This design comes from an exercise in tuning for small area on the open sky130 flow, not from production work. Function was checked by simulation only, so behaviour that the tests miss may differ from the original. No activity file was given, so power comes from the tool's default toggle rates.

Setup of exp/willow:
// cpu
module cpu (
  output [7:0]  led,
  output [15:0] seg0,
  output [15:0] seg1,
  output [15:0] seg2,
  output [15:0] seg3,
  output [15:0] seg4,
  output [15:0] seg5,
  output [15:0] seg6,
  output [15:0] seg7,
  output [15:0] seg8,
  output [15:0] seg9,
  output [15:0] sega,
  output [15:0] segb,
  output [15:0] segc,
  output [15:0] segd,
  output [15:0] sege,
  output [15:0] segf,
  output [7:0]  imem_addr,
  input  [15:0] imem_rdata,
  output [7:0]  dmem_addr,
  output [15:0] dmem_wdata,
  output        dmem_we,
  input  [15:0] dmem_rdata,
  input  start,
  input  stop,
  input  CLK,
  input  RSTN
  );
  reg  [3:0]  ph3;
  reg  [15:0] pc3, ir3, sr1_3, sr2_3, alu3, dr3;
  reg  [15:0] r3 [0:7];
  always @(posedge CLK or negedge RSTN) begin
    if (!RSTN)
      ph3 <= 4'b0010;
    else if (ph3 == 4'b0000)
      ph3 <= start ? 4'b0001 : 4'b0000;
    else if (ph3 == 4'b1000)
      ph3 <= stop ? 4'b0000 : 4'b0001;
    else
      ph3 <= {ph3[2:0], 1'b0};
  end
  wire c3_00   = (ir3[15:14] == 2'b00);
  wire c3_ld   = c3_00 && (ir3[7:0] == 8'b00000001);
  wire c3_st   = (ir3[15:11] == 5'b00000) && (ir3[4:0] == 5'b00000);
  wire c3_add  = c3_00 && (ir3[4:0] == 5'b00010);
  wire c3_cmp  = c3_00 && (ir3[4:0] == 5'b00100);
  wire c3_mlt  = c3_00 && (ir3[4:0] == 5'b00101);
  wire c3_addi = (ir3[15:14] == 2'b11);
  wire c3_li   = (ir3[15:14] == 2'b01) && (ir3[10:8] == 3'b000);
  wire c3_b    = (ir3[15:8] == 8'b10000000);
  wire c3_bnz  = (ir3[15:11] == 5'b10001);
  wire c3_bz   = (ir3[15:11] == 5'b10010);
  wire c3_br   = c3_b | c3_bnz | c3_bz;
  wire c3_wreg = c3_ld | c3_add | c3_cmp | c3_mlt | c3_addi | c3_li;
  wire [15:0] imm3  = {{8{ir3[7]}}, ir3[7:0]};
  wire        sr1z3 = (sr1_3 == 16'h0000);
  wire [15:0] ax3   = c3_br ? pc3 : c3_cmp ? ~sr1_3 : sr1_3;
  wire [15:0] ay3   = (c3_add | c3_cmp) ? sr2_3 : imm3;
  ...
Size in the first run: ~730 flip-flops, roughly 330 I/O pins, roughly 44,000 µm² of cells after synthesis.
==> flow/config.mk <==
export PLATFORM = sky130hd
export DESIGN_NAME = cpu
export DESIGN_NICKNAME = cpu
export VERILOG_FILES = /design/flow/design.v
export SDC_FILE = /design/flow/constraint.sdc
export NUM_CORES = 4
export LEC_CHECK = 0
export CAP_MARGIN = 10
export CORE_MARGIN = 2
export CORE_UTILIZATION = 45
export PLACE_DENSITY = 0.6
export SETUP_SLACK_MARGIN = 0.1
export SLEW_MARGIN = 10
==> flow/constraint.sdc <==
create_clock -name core_clock -period 8.0 [get_ports {CLK}]
set_input_delay 1.6000 -clock core_clock [delete_from_list [all_inputs] [get_ports {CLK}]]
set_output_delay 1.6000 -clock core_clock [all_outputs]
set_load 0.01 [all_outputs]
standard.sh (not shown) runs the stock make flow with config.mk's settings and CLKGATE_MAP_FILE= SYNTH_SCRIPT=/design/flow/synth_recipe.tcl, a recipe that flattens the netlist after the stock synthesis.
==> flow/flow/run.sh <==
#!/bin/bash
# The standard layout, with three changes:
#  - port buffers are the smallest buffer cell (buf_1) instead of the
#    cell buffer_ports picks by default (clkdlybuf4s50_1); every input and
#    output still gets its own buffer;
#  - timing-driven global placement uses its resizer runs only to weight
#    nets (GPL_KEEP_OVERFLOW=0 keeps none of their buffers); the later
#    repair steps still fix every electrical and timing violation;
#  - clock tree synthesis inserts no dummy loads.
set -euo pipefail
bash standard.sh \
  "BUFFER_PORTS_ARGS=-buffer_cell sky130_fd_sc_hd__buf_1" \
  "GPL_KEEP_OVERFLOW=0" \
  "CTS_ARGS=-sink_clustering_enable -repair_clock_nets -dont_use_dummy_load" \
  finish > flow_make.log 2>&1
exp/willow: PASS, flow complete, no timing, DRC or antenna violations
The following lists how exp/amber was set up differently from exp/willow:
- a change of CORE_UTILIZATION from 45 to 60
- a change of PLACE_DENSITY from 0.6 to 0.75
==> flow/flow/run.sh <==
#!/bin/bash
# The standard layout, with three changes:
#  - port buffers are the smallest buffer cell (buf_1) instead of the
#    cell buffer_ports picks by default (clkdlybuf4s50_1); every input and
#    output still gets its own buffer;
#  - clock tree synthesis inserts no dummy loads;
#  - clock tree synthesis clusters up to 30 sinks per leaf buffer.
set -euo pipefail
bash standard.sh \
  "BUFFER_PORTS_ARGS=-buffer_cell sky130_fd_sc_hd__buf_1" \
  "CTS_ARGS=-sink_clustering_enable -repair_clock_nets -dont_use_dummy_load -sink_clustering_size 30 -sink_clustering_max_diameter 80" \
  finish > flow_make.log 2>&1
Results
- exp/amber leaves more setup margin than exp/willow.
- Summary — via count of the first global-routing pass, exp/amber relative to exp/willow: higher, by 1.5%.
- asel[2] as the beginning of the critical path was reported by exp/willow, and asel[0] by exp/amber.
- Summary of exp/amber over exp/willow: count of placed standard cells in the final layout, fillers left out moved down; via count went up by 963; initial cell density of the core increased by 15 points relative to the old numbers; final weighted congestion of routability-driven global placement shows an increase of 8.5%; clock network fraction of design power went down.
- exp/amber reached the final stage; the timing, design-rule and antenna checks on its layout passed.
- exp/amber ends up with a number of nets in the finished design that is 1.1% higher than in exp/willow.
- Final cell area: exp/amber below exp/willow
Input-level comparison between exp/juniper and exp/amber:
- PLACE_DENSITY: 0.75 -> 0.6
- CORE_UTILIZATION: 60 -> 45
==> flow/flow/run.sh <==
#!/bin/bash
# The standard layout, with two changes:
#  - port buffers are the smallest buffer cell (buf_1) instead of the
#    cell buffer_ports picks by default (clkdlybuf4s50_1); every input and
#    output still gets its own buffer;
#  - clock tree synthesis inserts no dummy loads.
set -euo pipefail
bash standard.sh \
  "BUFFER_PORTS_ARGS=-buffer_cell sky130_fd_sc_hd__buf_1" \
  "CTS_ARGS=-sink_clustering_enable -repair_clock_nets -dont_use_dummy_load" \
  finish > flow_make.log 2>&1
Findings:
Relative to exp/amber, endpoint arrival time on the critical path has increased by 90 ps in exp/juniper.
exp/juniper: non-filler instance count after layout is 6.7% higher than what exp/amber reported.
Summary of exp/juniper over exp/amber: number of cells on the worst reg-to-reg path down 2; total power up 1.1 mW; combinational group share of total power down 3.3 points.
Between exp/juniper and exp/amber, the met2 track demand over resource in global routing is lower for exp/juniper.
Ratio of routed vias to standard cells: exp/juniper vs exp/amber down 7.9%
> inputs changed (exp/juniper -> exp/delta)
==> flow/flow/run.sh <==
#!/bin/bash
# The standard layout, with three changes:
#  - port buffers are the smallest buffer cell (buf_1) instead of the
#    cell buffer_ports picks by default (clkdlybuf4s50_1); every input and
#    output still gets its own buffer;
#  - clock tree synthesis inserts no dummy loads;
#  - clock tree synthesis clusters up to 30 sinks per leaf buffer.
set -euo pipefail
bash standard.sh \
  "BUFFER_PORTS_ARGS=-buffer_cell sky130_fd_sc_hd__buf_1" \
  "CTS_ARGS=-sink_clustering_enable -repair_clock_nets -dont_use_dummy_load -sink_clustering_size 30 -sink_clustering_max_diameter 80" \
  finish > flow_make.log 2>&1
Results
Routed wire length on exp/delta is ahead of exp/juniper. Sort exp/juniper and exp/delta by count of clock-buffer cells in the layout asc -> top: exp/delta. [compare] base=exp/juniper new=exp/delta: combinational share of power up 2.7 points, final worst setup slack saw a decrease. For the data-path buffer share of cell area in the final layout, exp/delta came in 0.21 points higher than exp/juniper did. Going from exp/juniper to exp/delta, worst hold margin shrinks by 36 ps. [diff] post-route standard cell area excluding fillers, exp/delta relative to exp/juniper: improvement. Compared with exp/juniper, routed length on met3 in exp/delta decreased by a few percent.

==> static timing again, ports no longer ideal <==
The results above use ideal ports. As a check the final layouts listed here were re-extracted and re-timed, cells and wires unchanged.
Step 1 assumes that a clkbuf_16 drives the clock port and a buf_2 every other input.
Step 2 times the ports against the registers' clock, not the clock port: input delays grow and output delays shrink by t, the midpoint of the rising clock arrivals with the driver on.
Slacks: ideal / step 1 / step 2; pairs: ideal / step 1.
run	shift t [ns]	setup slack, ns	worst setup path after step 2
exp/willow	0.719	0.249 / 0.249 / 0.249	register to register
exp/amber	0.663	0.277 / 0.277 / 0.277	register to register
exp/juniper	0.722	0.284 / 0.284 / 0.284	register to register
exp/delta	0.698	0.233 / 0.233 / 0.233	register to register
After both steps setup and hold are still met in every run listed.
